This design comes from an exercise in tuning for small area, a short achievable clock period and few clock cycles per item on the open sky130 flow, not from production work.
The RTL of this run was laid out without a check of its function.

**design/flow/design.v**
```verilog
module mul16r4(input [15:0] a, input [17:0] a3, input [15:0] b,
  output [31:0] s0, output [31:0] s1);
  wire d0_1 = b[0] & ~b[1];
  wire d0_2 = ~b[0] & b[1];
  wire d0_3 = b[0] & b[1];
  wire [17:0] pp0 = ({18{d0_1}} & {2'b00, a}) | ({18{d0_2}} & {1'b0, a, 1'b0}) | ({18{d0_3}} & a3);
  wire d1_1 = b[2] & ~b[3];
  wire d1_2 = ~b[2] & b[3];
  wire d1_3 = b[2] & b[3];
  wire [17:0] pp1 = ({18{d1_1}} & {2'b00, a}) | ({18{d1_2}} & {1'b0, a, 1'b0}) | ({18{d1_3}} & a3);
  wire d2_1 = b[4] & ~b[5];
  wire d2_2 = ~b[4] & b[5];
  wire d2_3 = b[4] & b[5];
  wire [17:0] pp2 = ({18{d2_1}} & {2'b00, a}) | ({18{d2_2}} & {1'b0, a, 1'b0}) | ({18{d2_3}} & a3);
  wire d3_1 = b[6] & ~b[7];
  wire d3_2 = ~b[6] & b[7];
  wire d3_3 = b[6] & b[7];
  wire [17:0] pp3 = ({18{d3_1}} & {2'b00, a}) | ({18{d3_2}} & {1'b0, a, 1'b0}) | ({18{d3_3}} & a3);
  wire d4_1 = b[8] & ~b[9];
  wire d4_2 = ~b[8] & b[9];
  wire d4_3 = b[8] & b[9];
  wire [17:0] pp4 = ({18{d4_1}} & {2'b00, a}) | ({18{d4_2}} & {1'b0, a, 1'b0}) | ({18{d4_3}} & a3);
  wire d5_1 = b[10] & ~b[11];
  wire d5_2 = ~b[10] & b[11];
  wire d5_3 = b[10] & b[11];
  wire [17:0] pp5 = ({18{d5_1}} & {2'b00, a}) | ({18{d5_2}} & {1'b0, a, 1'b0}) | ({18{d5_3}} & a3);
  wire d6_1 = b[12] & ~b[13];
  wire d6_2 = ~b[12] & b[13];
  wire d6_3 = b[12] & b[13];
  wire [17:0] pp6 = ({18{d6_1}} & {2'b00, a}) | ({18{d6_2}} & {1'b0, a, 1'b0}) | ({18{d6_3}} & a3);
  wire d7_1 = b[14] & ~b[15];
  wire d7_2 = ~b[14] & b[15];
  wire d7_3 = b[14] & b[15];
  wire [17:0] pp7 = ({18{d7_1}} & {2'b00, a}) | ({18{d7_2}} & {1'b0, a, 1'b0}) | ({18{d7_3}} & a3);
  wire w1;
  wire w2;
  wire w3;
  wire w4;
  wire w5;
  wire w6;
  wire w7;
  wire w8;
  wire w9;
  wire w10;
  wire w11;
  wire w12;
  wire w13;
  wire w14;
  wire w15;
  wire w16;
  wire w17;
  wire w18;
  wire w19;
  wire w20;
  wire w21;
  wire w22;
  wire w23;
  wire w24;
  wire w25;
  wire w26;
  wire w27;
  wire w28;
  wire w29;
  wire w30;
  wire w31;
  wire w32;
  wire w33;
  wire w34;
  wire w35;
  wire w36;
  wire w37;
  wire w38;
  wire w39;
  wire w40;
  wire w41;
  wire w42;
  wire w43;
  wire w44;
  wire w45;
  wire w46;
  wire w47;
  wire w48;
  wire w49;
  wire w50;
  wire w51;
  wire w52;
  wire w53;
  wire w54;
  wire w55;
  wire w56;
  wire w57;
  wire w58;
  wire w59;
  wire w60;
  wire w61;
  wire w62;
  wire w63;
  wire w64;
  wire w65;
  wire w66;
  wire w67;
  wire w68;
  wire w69;
  wire w70;
  wire w71;
  wire w72;
  wire w73;
  wire w74;
  wire w75;
  wire w76;
  wire w77;
  wire w78;
  wire w79;
  wire w80;
  wire w81;
  wire w82;
  wire w83;
  wire w84;
  wire w85;
  wire w86;
  wire w87;
  wire w88;
  wire w89;
  wire w90;
  wire w91;
  wire w92;
  wire w93;
  wire w94;
  wire w95;
  wire w96;
  wire w97;
  wire w98;
  wire w99;
  wire w100;
  wire w101;
  wire w102;
  wire w103;
  wire w104;
  wire w105;
  wire w106;
  wire w107;
  wire w108;
  wire w109;
  wire w110;
  wire w111;
  wire w112;
  wire w113;
  wire w114;
  wire w115;
  wire w116;
  wire w117;
  wire w118;
  wire w119;
  wire w120;
  wire w121;
  wire w122;
  wire w123;
  wire w124;
  wire w125;
  wire w126;
  wire w127;
  wire w128;
  wire w129;
  wire w130;
  wire w131;
  wire w132;
  wire w133;
  wire w134;
  wire w135;
  wire w136;
  wire w137;
  wire w138;
  wire w139;
  wire w140;
  wire w141;
  wire w142;
  wire w143;
  wire w144;
  wire w145;
  wire w146;
  wire w147;
  wire w148;
  wire w149;
  wire w150;
  wire w151;
  wire w152;
  wire w153;
  wire w154;
  wire w155;
  wire w156;
  wire w157;
  wire w158;
  wire w159;
  wire w160;
  wire w161;
  wire w162;
  wire w163;
  wire w164;
  wire w165;
  wire w166;
  wire w167;
  wire w168;
  wire w169;
  wire w170;
  wire w171;
  wire w172;
  wire w173;
  wire w174;
  wire w175;
  wire w176;
  wire w177;
  wire w178;
  wire w179;
  wire w180;
  wire w181;
  wire w182;
  wire w183;
  wire w184;
  wire w185;
  wire w186;
  wire w187;
  wire w188;
  wire w189;
  wire w190;
  wire w191;
  wire w192;
  assign w1 = pp0[12] ^ pp1[10];
  assign w2 = pp0[12] & pp1[10];
  assign w3 = pp0[13] ^ pp1[11] ^ pp2[9];
  assign w4 = (pp0[13] & pp1[11]) | (pp0[13] & pp2[9]) | (pp1[11] & pp2[9]);
  assign w5 = pp0[14] ^ pp1[12] ^ pp2[10];
  assign w6 = (pp0[14] & pp1[12]) | (pp0[14] & pp2[10]) | (pp1[12] & pp2[10]);
  assign w7 = pp3[8] ^ pp4[6];
  assign w8 = pp3[8] & pp4[6];
  assign w9 = pp0[15] ^ pp1[13] ^ pp2[11];
  assign w10 = (pp0[15] & pp1[13]) | (pp0[15] & pp2[11]) | (pp1[13] & pp2[11]);
  assign w11 = pp3[9] ^ pp4[7] ^ pp5[5];
  assign w12 = (pp3[9] & pp4[7]) | (pp3[9] & pp5[5]) | (pp4[7] & pp5[5]);
  assign w13 = pp0[16] ^ pp1[14] ^ pp2[12];
  assign w14 = (pp0[16] & pp1[14]) | (pp0[16] & pp2[12]) | (pp1[14] & pp2[12]);
  assign w15 = pp3[10] ^ pp4[8] ^ pp5[6];
  assign w16 = (pp3[10] & pp4[8]) | (pp3[10] & pp5[6]) | (pp4[8] & pp5[6]);
  assign w17 = pp0[17] ^ pp1[15] ^ pp2[13];
  assign w18 = (pp0[17] & pp1[15]) | (pp0[17] & pp2[13]) | (pp1[15] & pp2[13]);
  assign w19 = pp3[11] ^ pp4[9] ^ pp5[7];
  assign w20 = (pp3[11] & pp4[9]) | (pp3[11] & pp5[7]) | (pp4[9] & pp5[7]);
  assign w21 = pp1[16] ^ pp2[14] ^ pp3[12];
  assign w22 = (pp1[16] & pp2[14]) | (pp1[16] & pp3[12]) | (pp2[14] & pp3[12]);
  assign w23 = pp4[10] ^ pp5[8];
  assign w24 = pp4[10] & pp5[8];
  assign w25 = pp1[17] ^ pp2[15] ^ pp3[13];
  assign w26 = (pp1[17] & pp2[15]) | (pp1[17] & pp3[13]) | (pp2[15] & pp3[13]);
  assign w27 = pp4[11] ^ pp5[9];
  assign w28 = pp4[11] & pp5[9];
  assign w29 = pp2[16] ^ pp3[14] ^ pp4[12];
  assign w30 = (pp2[16] & pp3[14]) | (pp2[16] & pp4[12]) | (pp3[14] & pp4[12]);
  assign w31 = pp2[17] ^ pp3[15];
  assign w32 = pp2[17] & pp3[15];
  assign w33 = pp0[8] ^ pp1[6];
  assign w34 = pp0[8] & pp1[6];
  assign w35 = pp0[9] ^ pp1[7] ^ pp2[5];
  assign w36 = (pp0[9] & pp1[7]) | (pp0[9] & pp2[5]) | (pp1[7] & pp2[5]);
  assign w37 = pp0[10] ^ pp1[8] ^ pp2[6];
  assign w38 = (pp0[10] & pp1[8]) | (pp0[10] & pp2[6]) | (pp1[8] & pp2[6]);
  assign w39 = pp3[4] ^ pp4[2];
  assign w40 = pp3[4] & pp4[2];
  assign w41 = pp0[11] ^ pp1[9] ^ pp2[7];
  assign w42 = (pp0[11] & pp1[9]) | (pp0[11] & pp2[7]) | (pp1[9] & pp2[7]);
  assign w43 = pp3[5] ^ pp4[3] ^ pp5[1];
  assign w44 = (pp3[5] & pp4[3]) | (pp3[5] & pp5[1]) | (pp4[3] & pp5[1]);
  assign w45 = w1 ^ pp2[8] ^ pp3[6];
  assign w46 = (w1 & pp2[8]) | (w1 & pp3[6]) | (pp2[8] & pp3[6]);
  assign w47 = pp4[4] ^ pp5[2] ^ pp6[0];
  assign w48 = (pp4[4] & pp5[2]) | (pp4[4] & pp6[0]) | (pp5[2] & pp6[0]);
  assign w49 = w2 ^ w3 ^ pp3[7];
  assign w50 = (w2 & w3) | (w2 & pp3[7]) | (w3 & pp3[7]);
  assign w51 = pp4[5] ^ pp5[3] ^ pp6[1];
  assign w52 = (pp4[5] & pp5[3]) | (pp4[5] & pp6[1]) | (pp5[3] & pp6[1]);
  assign w53 = w4 ^ w5 ^ w7;
  assign w54 = (w4 & w5) | (w4 & w7) | (w5 & w7);
  assign w55 = pp5[4] ^ pp6[2] ^ pp7[0];
  assign w56 = (pp5[4] & pp6[2]) | (pp5[4] & pp7[0]) | (pp6[2] & pp7[0]);
  assign w57 = w6 ^ w8 ^ w9;
  assign w58 = (w6 & w8) | (w6 & w9) | (w8 & w9);
  assign w59 = w11 ^ pp6[3] ^ pp7[1];
  assign w60 = (w11 & pp6[3]) | (w11 & pp7[1]) | (pp6[3] & pp7[1]);
  assign w61 = w10 ^ w12 ^ w13;
  assign w62 = (w10 & w12) | (w10 & w13) | (w12 & w13);
  assign w63 = w15 ^ pp6[4] ^ pp7[2];
  assign w64 = (w15 & pp6[4]) | (w15 & pp7[2]) | (pp6[4] & pp7[2]);
  assign w65 = w14 ^ w16 ^ w17;
  assign w66 = (w14 & w16) | (w14 & w17) | (w16 & w17);
  assign w67 = w19 ^ pp6[5] ^ pp7[3];
  assign w68 = (w19 & pp6[5]) | (w19 & pp7[3]) | (pp6[5] & pp7[3]);
  assign w69 = w18 ^ w20 ^ w21;
  assign w70 = (w18 & w20) | (w18 & w21) | (w20 & w21);
  assign w71 = w23 ^ pp6[6] ^ pp7[4];
  assign w72 = (w23 & pp6[6]) | (w23 & pp7[4]) | (pp6[6] & pp7[4]);
  assign w73 = w22 ^ w24 ^ w25;
  assign w74 = (w22 & w24) | (w22 & w25) | (w24 & w25);
  assign w75 = w27 ^ pp6[7] ^ pp7[5];
  assign w76 = (w27 & pp6[7]) | (w27 & pp7[5]) | (pp6[7] & pp7[5]);
  assign w77 = w26 ^ w28 ^ w29;
  assign w78 = (w26 & w28) | (w26 & w29) | (w28 & w29);
  assign w79 = pp5[10] ^ pp6[8] ^ pp7[6];
  assign w80 = (pp5[10] & pp6[8]) | (pp5[10] & pp7[6]) | (pp6[8] & pp7[6]);
  assign w81 = w30 ^ w31 ^ pp4[13];
  assign w82 = (w30 & w31) | (w30 & pp4[13]) | (w31 & pp4[13]);
  assign w83 = pp5[11] ^ pp6[9] ^ pp7[7];
  assign w84 = (pp5[11] & pp6[9]) | (pp5[11] & pp7[7]) | (pp6[9] & pp7[7]);
  assign w85 = w32 ^ pp3[16] ^ pp4[14];
  assign w86 = (w32 & pp3[16]) | (w32 & pp4[14]) | (pp3[16] & pp4[14]);
  assign w87 = pp5[12] ^ pp6[10] ^ pp7[8];
  assign w88 = (pp5[12] & pp6[10]) | (pp5[12] & pp7[8]) | (pp6[10] & pp7[8]);
  assign w89 = pp3[17] ^ pp4[15] ^ pp5[13];
  assign w90 = (pp3[17] & pp4[15]) | (pp3[17] & pp5[13]) | (pp4[15] & pp5[13]);
  assign w91 = pp6[11] ^ pp7[9];
  assign w92 = pp6[11] & pp7[9];
  assign w93 = pp4[16] ^ pp5[14] ^ pp6[12];
  assign w94 = (pp4[16] & pp5[14]) | (pp4[16] & pp6[12]) | (pp5[14] & pp6[12]);
  assign w95 = pp4[17] ^ pp5[15];
  assign w96 = pp4[17] & pp5[15];
  assign w97 = pp0[6] ^ pp1[4];
  assign w98 = pp0[6] & pp1[4];
  assign w99 = pp0[7] ^ pp1[5] ^ pp2[3];
  assign w100 = (pp0[7] & pp1[5]) | (pp0[7] & pp2[3]) | (pp1[5] & pp2[3]);
  assign w101 = w33 ^ pp2[4] ^ pp3[2];
  assign w102 = (w33 & pp2[4]) | (w33 & pp3[2]) | (pp2[4] & pp3[2]);
  assign w103 = w34 ^ w35 ^ pp3[3];
  assign w104 = (w34 & w35) | (w34 & pp3[3]) | (w35 & pp3[3]);
  assign w105 = w36 ^ w37 ^ w39;
  assign w106 = (w36 & w37) | (w36 & w39) | (w37 & w39);
  assign w107 = w38 ^ w40 ^ w41;
  assign w108 = (w38 & w40) | (w38 & w41) | (w40 & w41);
  assign w109 = w42 ^ w44 ^ w45;
  assign w110 = (w42 & w44) | (w42 & w45) | (w44 & w45);
  assign w111 = w46 ^ w48 ^ w49;
  assign w112 = (w46 & w48) | (w46 & w49) | (w48 & w49);
  assign w113 = w50 ^ w52 ^ w53;
  assign w114 = (w50 & w52) | (w50 & w53) | (w52 & w53);
  assign w115 = w54 ^ w56 ^ w57;
  assign w116 = (w54 & w56) | (w54 & w57) | (w56 & w57);
  assign w117 = w58 ^ w60 ^ w61;
  assign w118 = (w58 & w60) | (w58 & w61) | (w60 & w61);
  assign w119 = w62 ^ w64 ^ w65;
  assign w120 = (w62 & w64) | (w62 & w65) | (w64 & w65);
  assign w121 = w66 ^ w68 ^ w69;
  assign w122 = (w66 & w68) | (w66 & w69) | (w68 & w69);
  assign w123 = w70 ^ w72 ^ w73;
  assign w124 = (w70 & w72) | (w70 & w73) | (w72 & w73);
  assign w125 = w74 ^ w76 ^ w77;
  assign w126 = (w74 & w76) | (w74 & w77) | (w76 & w77);
  assign w127 = w78 ^ w80 ^ w81;
  assign w128 = (w78 & w80) | (w78 & w81) | (w80 & w81);
  assign w129 = w82 ^ w84 ^ w85;
  assign w130 = (w82 & w84) | (w82 & w85) | (w84 & w85);
  assign w131 = w86 ^ w88 ^ w89;
  assign w132 = (w86 & w88) | (w86 & w89) | (w88 & w89);
  assign w133 = w90 ^ w92 ^ w93;
  assign w134 = (w90 & w92) | (w90 & w93) | (w92 & w93);
  assign w135 = w94 ^ w95 ^ pp6[13];
  assign w136 = (w94 & w95) | (w94 & pp6[13]) | (w95 & pp6[13]);
  assign w137 = w96 ^ pp5[16] ^ pp6[14];
  assign w138 = (w96 & pp5[16]) | (w96 & pp6[14]) | (pp5[16] & pp6[14]);
  assign w139 = pp5[17] ^ pp6[15];
  assign w140 = pp5[17] & pp6[15];
  assign w141 = pp0[4] ^ pp1[2];
  assign w142 = pp0[4] & pp1[2];
  assign w143 = pp0[5] ^ pp1[3] ^ pp2[1];
  assign w144 = (pp0[5] & pp1[3]) | (pp0[5] & pp2[1]) | (pp1[3] & pp2[1]);
  assign w145 = w97 ^ pp2[2] ^ pp3[0];
  assign w146 = (w97 & pp2[2]) | (w97 & pp3[0]) | (pp2[2] & pp3[0]);
  assign w147 = w98 ^ w99 ^ pp3[1];
  assign w148 = (w98 & w99) | (w98 & pp3[1]) | (w99 & pp3[1]);
  assign w149 = w100 ^ w101 ^ pp4[0];
  assign w150 = (w100 & w101) | (w100 & pp4[0]) | (w101 & pp4[0]);
  assign w151 = w102 ^ w103 ^ pp4[1];
  assign w152 = (w102 & w103) | (w102 & pp4[1]) | (w103 & pp4[1]);
  assign w153 = w104 ^ w105 ^ pp5[0];
  assign w154 = (w104 & w105) | (w104 & pp5[0]) | (w105 & pp5[0]);
  assign w155 = w106 ^ w107 ^ w43;
  assign w156 = (w106 & w107) | (w106 & w43) | (w107 & w43);
  assign w157 = w108 ^ w109 ^ w47;
  assign w158 = (w108 & w109) | (w108 & w47) | (w109 & w47);
  assign w159 = w110 ^ w111 ^ w51;
  assign w160 = (w110 & w111) | (w110 & w51) | (w111 & w51);
  assign w161 = w112 ^ w113 ^ w55;
  assign w162 = (w112 & w113) | (w112 & w55) | (w113 & w55);
  assign w163 = w114 ^ w115 ^ w59;
  assign w164 = (w114 & w115) | (w114 & w59) | (w115 & w59);
  assign w165 = w116 ^ w117 ^ w63;
  assign w166 = (w116 & w117) | (w116 & w63) | (w117 & w63);
  assign w167 = w118 ^ w119 ^ w67;
  assign w168 = (w118 & w119) | (w118 & w67) | (w119 & w67);
  assign w169 = w120 ^ w121 ^ w71;
  assign w170 = (w120 & w121) | (w120 & w71) | (w121 & w71);
  assign w171 = w122 ^ w123 ^ w75;
  assign w172 = (w122 & w123) | (w122 & w75) | (w123 & w75);
  assign w173 = w124 ^ w125 ^ w79;
  assign w174 = (w124 & w125) | (w124 & w79) | (w125 & w79);
  assign w175 = w126 ^ w127 ^ w83;
  assign w176 = (w126 & w127) | (w126 & w83) | (w127 & w83);
  assign w177 = w128 ^ w129 ^ w87;
  assign w178 = (w128 & w129) | (w128 & w87) | (w129 & w87);
  assign w179 = w130 ^ w131 ^ w91;
  assign w180 = (w130 & w131) | (w130 & w91) | (w131 & w91);
  assign w181 = w132 ^ w133 ^ pp7[10];
  assign w182 = (w132 & w133) | (w132 & pp7[10]) | (w133 & pp7[10]);
  assign w183 = w134 ^ w135 ^ pp7[11];
  assign w184 = (w134 & w135) | (w134 & pp7[11]) | (w135 & pp7[11]);
  assign w185 = w136 ^ w137 ^ pp7[12];
  assign w186 = (w136 & w137) | (w136 & pp7[12]) | (w137 & pp7[12]);
  assign w187 = w138 ^ w139 ^ pp7[13];
  assign w188 = (w138 & w139) | (w138 & pp7[13]) | (w139 & pp7[13]);
  assign w189 = w140 ^ pp6[16] ^ pp7[14];
  assign w190 = (w140 & pp6[16]) | (w140 & pp7[14]) | (pp6[16] & pp7[14]);
  assign w191 = pp6[17] ^ pp7[15];
  assign w192 = pp6[17] & pp7[15];
  assign s0[0] = pp0[0];
  assign s1[0] = 1'b0;
  assign s0[1] = pp0[1];
  assign s1[1] = 1'b0;
  assign s0[2] = pp0[2];
  assign s1[2] = pp1[0];
  assign s0[3] = pp0[3];
  assign s1[3] = pp1[1];
  assign s0[4] = w141;
  assign s1[4] = pp2[0];
  assign s0[5] = w142;
  assign s1[5] = w143;
  assign s0[6] = w144;
  assign s1[6] = w145;
  assign s0[7] = w146;
  assign s1[7] = w147;
  assign s0[8] = w148;
  assign s1[8] = w149;
  assign s0[9] = w150;
  assign s1[9] = w151;
  assign s0[10] = w152;
  assign s1[10] = w153;
  assign s0[11] = w154;
  assign s1[11] = w155;
  assign s0[12] = w156;
  assign s1[12] = w157;
  assign s0[13] = w158;
  assign s1[13] = w159;
  assign s0[14] = w160;
  assign s1[14] = w161;
  assign s0[15] = w162;
  assign s1[15] = w163;
  assign s0[16] = w164;
  assign s1[16] = w165;
  assign s0[17] = w166;
  assign s1[17] = w167;
  assign s0[18] = w168;
  assign s1[18] = w169;
  assign s0[19] = w170;
  assign s1[19] = w171;
  assign s0[20] = w172;
  assign s1[20] = w173;
  assign s0[21] = w174;
  assign s1[21] = w175;
  assign s0[22] = w176;
  assign s1[22] = w177;
  assign s0[23] = w178;
  assign s1[23] = w179;
  assign s0[24] = w180;
  assign s1[24] = w181;
  assign s0[25] = w182;
  assign s1[25] = w183;
  assign s0[26] = w184;
  assign s1[26] = w185;
  assign s0[27] = w186;
  assign s1[27] = w187;
  assign s0[28] = w188;
  assign s1[28] = w189;
  assign s0[29] = w190;
  assign s1[29] = w191;
  assign s0[30] = w192;
  assign s1[30] = pp7[16];
  assign s0[31] = pp7[17];
  assign s1[31] = 1'b0;
endmodule
module Exponential(input clk, rst, start, input [15:0] x,
                   output done, output [1:0] intpart, output [15:0] fracpart);
  reg        busy;
  reg [3:0]  step;
  reg [15:0] a;       
  reg [17:0] a3;      
  reg [15:0] t;       
  reg [17:0] r;       
  reg        acc;     
  wire [31:0] p0, p1;
  mul16r4 mul(.a(a), .a3(a3), .b(t), .s0(p0), .s1(p1));
  wire [31:0] p = p0 + p1;
  wire [16:0] c16 = {1'b0, p0[15:0]} + {1'b0, p1[15:0]};
  wire [17:0] c17 = {1'b0, p0[16:0]} + {1'b0, p1[16:0]};
  wire [18:0] c18 = {1'b0, p0[17:0]} + {1'b0, p1[17:0]};
  wire [19:0] c19 = {1'b0, p0[18:0]} + {1'b0, p1[18:0]};
  reg zero;
  always @(*) begin
    case (step)
      4'd0:    zero = ~(|p0[31:17]) & ~(|p1[31:17]) & ~c17[17];
      4'd3:    zero = ~(|p0[31:18]) & ~(|p1[31:18]) & ~c18[18];
      4'd10:   zero = ~(|p0[31:19]) & ~(|p1[31:19]) & ~c19[19];
      default: zero = ~(|p0[31:16]) & ~(|p1[31:16]) & ~c16[16];
    endcase
  end
  reg [15:0] q;
  always @(*) begin
    case (step)
      4'd0:    q = p[31:17];
      4'd3:    q = p[31:18];
      4'd10:   q = p[31:19];
      default: q = p[31:16];
    endcase
  end
  wire q_term = (step == 4'd0) | (step == 4'd2) | (step == 4'd3) | (step == 4'd5) |
                (step == 4'd7) | (step == 4'd9) | (step == 4'd10);
  wire last   = (step == 4'd11) | zero;
  wire [17:0] x3 = {2'b00, x} + {1'b0, x, 1'b0};
  reg [15:0] a_next;
  reg [17:0] a3_next;
  always @(*) begin
    case (step)
      4'd1:    begin a_next = 16'h5555; a3_next = 18'h0FFFF; end
      4'd4:    begin a_next = 16'h3333; a3_next = 18'h09999; end
      4'd6:    begin a_next = 16'h2AAA; a3_next = 18'h07FFE; end
      4'd8:    begin a_next = 16'h2492; a3_next = 18'h06DB6; end
      default: begin a_next = x;        a3_next = x3;        end
    endcase
  end
  assign {intpart, fracpart} = r;
  assign done = ~busy;
  wire        go = start & ~busy;
  wire [15:0] t0 = (x > 16'd2) ? x - 16'd2 : 16'd0;
  always @(posedge clk or posedge rst) begin
    if (rst)
      busy <= 1'b0;
    else if (go)
      busy <= 1'b1;
    else if (last)
      busy <= 1'b0;
  end
  always @(posedge clk) begin
    step <= go ? 4'd0 : step + 4'd1;
    a    <= go ? x : a_next;
    a3   <= go ? x3 : a3_next;
    t    <= go ? t0 : q;
    acc  <= go | q_term;
    if (go)
      r <= 18'h0FFFF;
    else if (busy)
      r <= r + (acc ? {2'b00, t} : 18'd0);
  end
endmodule
```
**design/flow/run.sh**
```bash
#!/bin/bash
# synth_recipe.tcl (not shown) runs the flow's synth.tcl, then flattens the netlist and writes it again
# the make line also repeats each setting of config.mk as NAME=value (left out here)
make -C /OpenROAD-flow-scripts/flow DESIGN_CONFIG=/design/flow/config.mk WORK_HOME=/design/flow/orfs CLKGATE_MAP_FILE= SYNTH_SCRIPT=/design/flow/synth_recipe.tcl finish
```
**design/flow/config.mk**
```make
export PLATFORM = sky130hd
export DESIGN_NAME = Exponential
export DESIGN_NICKNAME = Exponential
export VERILOG_FILES = /design/flow/design.v
export SDC_FILE = /design/flow/constraint.sdc
export NUM_CORES = 4
export LEC_CHECK = 0
export CAP_MARGIN = 20
export CORE_MARGIN = 2
export CORE_UTILIZATION = 40
export SLEW_MARGIN = 20
```
**design/flow/constraint.sdc**
```tcl
create_clock -name core_clock -period 9.0 [get_ports {clk}]
set_input_delay 1.8000 -clock core_clock [delete_from_list [all_inputs] [get_ports {clk}]]
set_output_delay 1.8000 -clock core_clock [all_outputs]
set_load 0.01 [all_outputs]
```
==> notes.md <==
## state kept, by name (all words and copies together), names as in the netlist
signal / count
a3: 18
r: 18
t: 16
busy: 1
acc: 1
a: 15
step: 4
## cell usage after synthesis (7+ instances only)
cell	n
a211oi_1	9
a21o_1	24
a21oi_1	57
a221o_1	8
a22o_1	82
a22oi_1	38
and2_1	24
and3_1	16
clkbuf_1	75
dfxtp_1	72
fa_1	85
ha_1	95
inv_1	143
mux2_2	122
mux2i_1	8
nand2_1	66
nand2b_1	7
nand3_1	27
nor2_1	51
nor2b_1	18
nor3_1	34
nor4_1	7
o21a_1	7
o21ai_0	51
o22ai_1	7
xnor2_1	35
xor2_1	17
## per-stage QoR
stage / std cells / area [um^2] / util / hold WS (ns)
after floorplan: 1287 / 11100 / - / 0.445
after global placement: 1646 / 11800 / 0.429 / 0.450
after detailed placement: 1646 / 11800 / 0.429 / 0.455
after CTS: 1662 / 12100 / 0.441 / 0.466
after global routing: 1663 / 12200 / 0.441 / 0.502
final: 1663 / 12200 / 0.441 / 0.460
## routing by layer
| metal | track usage | up-vias | share of wire |
|---|---|---|---|
| met5 | 0 | - | 0 |
| met4 | 0.0884 | 0 | 0.031 |
| met3 | 0.0488 | 74 | 0.086 |
| met2 | 0.387 | 465 | 0.44 |
| met1 | 0.337 | 4723 | 0.44 |
| li1 | - | 4596 | - |
## path summary, 6_finish.rpt
kind,startpoint,end,slack [ns],cells after the start
setup / recovery,t[3],t[10],2.26,20
hold / removal,r[17],r[17],0.46,1
setup reg to reg,t[3],t[10],2.26,20
hold reg to reg,r[17],r[17],0.46,1
max in group asynchronous,rst,busy,7.33,2
min in group asynchronous,rst,busy,1.58,2
## critical path: stages (launching register included)
cell      delay (ns)
dfxtp_1         0.93
mux2_2          0.41
a22o_1          0.19
fa_1            0.51
inv_1           0.06
fa_1            0.52
inv_1           0.05
fa_1            0.47
inv_1           0.05
fa_1            0.50
inv_1           0.04
ha_1            0.37
nand3_2         0.15
or4_4           0.57
nor4_4          0.30
nor4_4          0.13
o31ai_4         0.42
a31oi_2         0.17
xnor2_1         0.21
a222oi_1        0.37
o221ai_1        0.17
## kinds of logic (layout without fill, tap and decap cells)
family / after synthesis / count (layout) / share of synthesized area
compound gates: 346 / 346 / 0.228
xor+xnor: 52 / 52 / 0.0410
mux: 131 / 131 / 0.132
buf+inv: 224 / 222 / 0.0762
simple gates: 281 / 281 / 0.130
fa+ha+maj: 180 / 180 / 0.260
flops: 73 / 73 / 0.132
## area by class of cell
cell class / count / area (um^2) / area share
sequential: 73 / 1470 / 0.121
multi-input combinational: 990 / 8800 / 0.724
clock inverter: 7 / 87.6 / 0.00720
clock buffer: 9 / 225 / 0.0185
tap: 378 / 473 / 0.0389
inverter: 143 / 537 / 0.0441
timing repair buffer: 63 / 573 / 0.0471
==> impl_metrics.ini <==
[logic_synthesis]
yosysTopAreaCell = fa_1
synth_top_area_share = 0.153
synth_area_leaders = fa_1, dfxtp_1, mux2_2
yosysSeqAreaShare = 0.132
synth.distinct_cells = 75
ys_seq_elements = 73
synthArstFlopShare = 0.0137
ys.flop_type = dfxtp_1
yosys_warnings = 1
syn_nets = 1486
netlist_instances = 1287
syn_area_mm2 = 0.0111
syn_avg_cell_area_um2 = 8.63
synth_edf_count = 0

[clock_network]
post_cts_buffers = 0
cts_max_level = 3
hold_buffers = 0
cts_root_buffer = clkbuf_16
cts_resized = 0
cts_made_buffers = 9
clockBufferDepth = 2
cts_sinks = 73
cts_tree = yes
insertion_delay_ns = 0.35
clkTransAtPathRegs_ns = 0.07

[detailed_routing]
drtAntennaViolNets = 0
postRouteWirelength_um = 35400
via_count = 9858
first_pass_iters = 7
wl_per_cell_um = 21.3
drc = 0
drt_iter0_markers = 812
avgViaCountPerCell = 5.93

[floorplan]
placementRows = 61
fp.dieW_um = 171
core_mm2 = 0.0276
start_util = 0.403
dieArea_mm2 = 0.0291
ios = 38
dieHeight_um = 171

[cells_and_area]
layout_commonest_cell = inv_1
layout.nets = 1479
drive_above_1_share = 0.143
diodes = 0
mostFrequentLayoutCells = inv_1, mux2_2, ha_1, fa_1, a22o_1
fillers = 2714
syn2layout_area_growth_pct = 9.44

[global_routing]
grt_max_degree = 37
grt_overflow = 0
track_usage = 0.247
grt_pass1_vias = 9830
grt_pass1_wl_um = 55500
antenna_found_initial = 1

[placed_design]
port_buffers = 37
gp_congestion = 0.941
dp_slack_ns = 2.34
dp_hpwl_um = 26800

[hold_path]
hp-class = flop to flop

[timing]
setup_slack_ns = 2.26
rsz0062_at_grt = no
hold_violations = 0
min_period_ns = 6.74
fin_skew_ns = 0.00890
relSlewSlack = 0.378
slew_viol_final = 0
tightest_slew_ns = 0.931
timing.final.crit_share = 0.749
setup_tns_ns = 0
setup_viol = 0
fmax_mhz = 148

[outcome]
status = no timing/DRC/antenna violations

[setup_path]
critPathKind = flop to flop
cp.arrival_ns = 6.95
cp-end-kind = flop
path_max_fanout = 19
critPathLaunchType = flop
worstPathRequired_ns = 9.21

[flow_run]
cap_violations = 0

==> static timing again, ports no longer ideal <==
The results above use ideal ports. As a check the final layout listed here was re-extracted and re-timed, cells and wires unchanged. Step 1 assumes that a clkbuf_16 drives the clock port and a buf_2 every other input. Step 2, shift: input delay + t, output delay - t, t = (earliest + latest rising clock arrival at the registers) / 2. This alone moves slack from input paths to output paths. a / b / c = no drivers / after step 1 / after step 2; a / b = the first two.
t (ns): 0.395
setup WS [ns]: 2.259 / 2.259 / 2.259
worst hold slack (ns): 0.460 / 0.460 / 0.460
worst data-port slew with drivers (ns): 0.03
pins driven straight from the clock port: 1
After both steps setup and hold are still met in this run. The setup slack of this run moves by 0.000 ns with the drivers and by 0.000 ns with both steps.
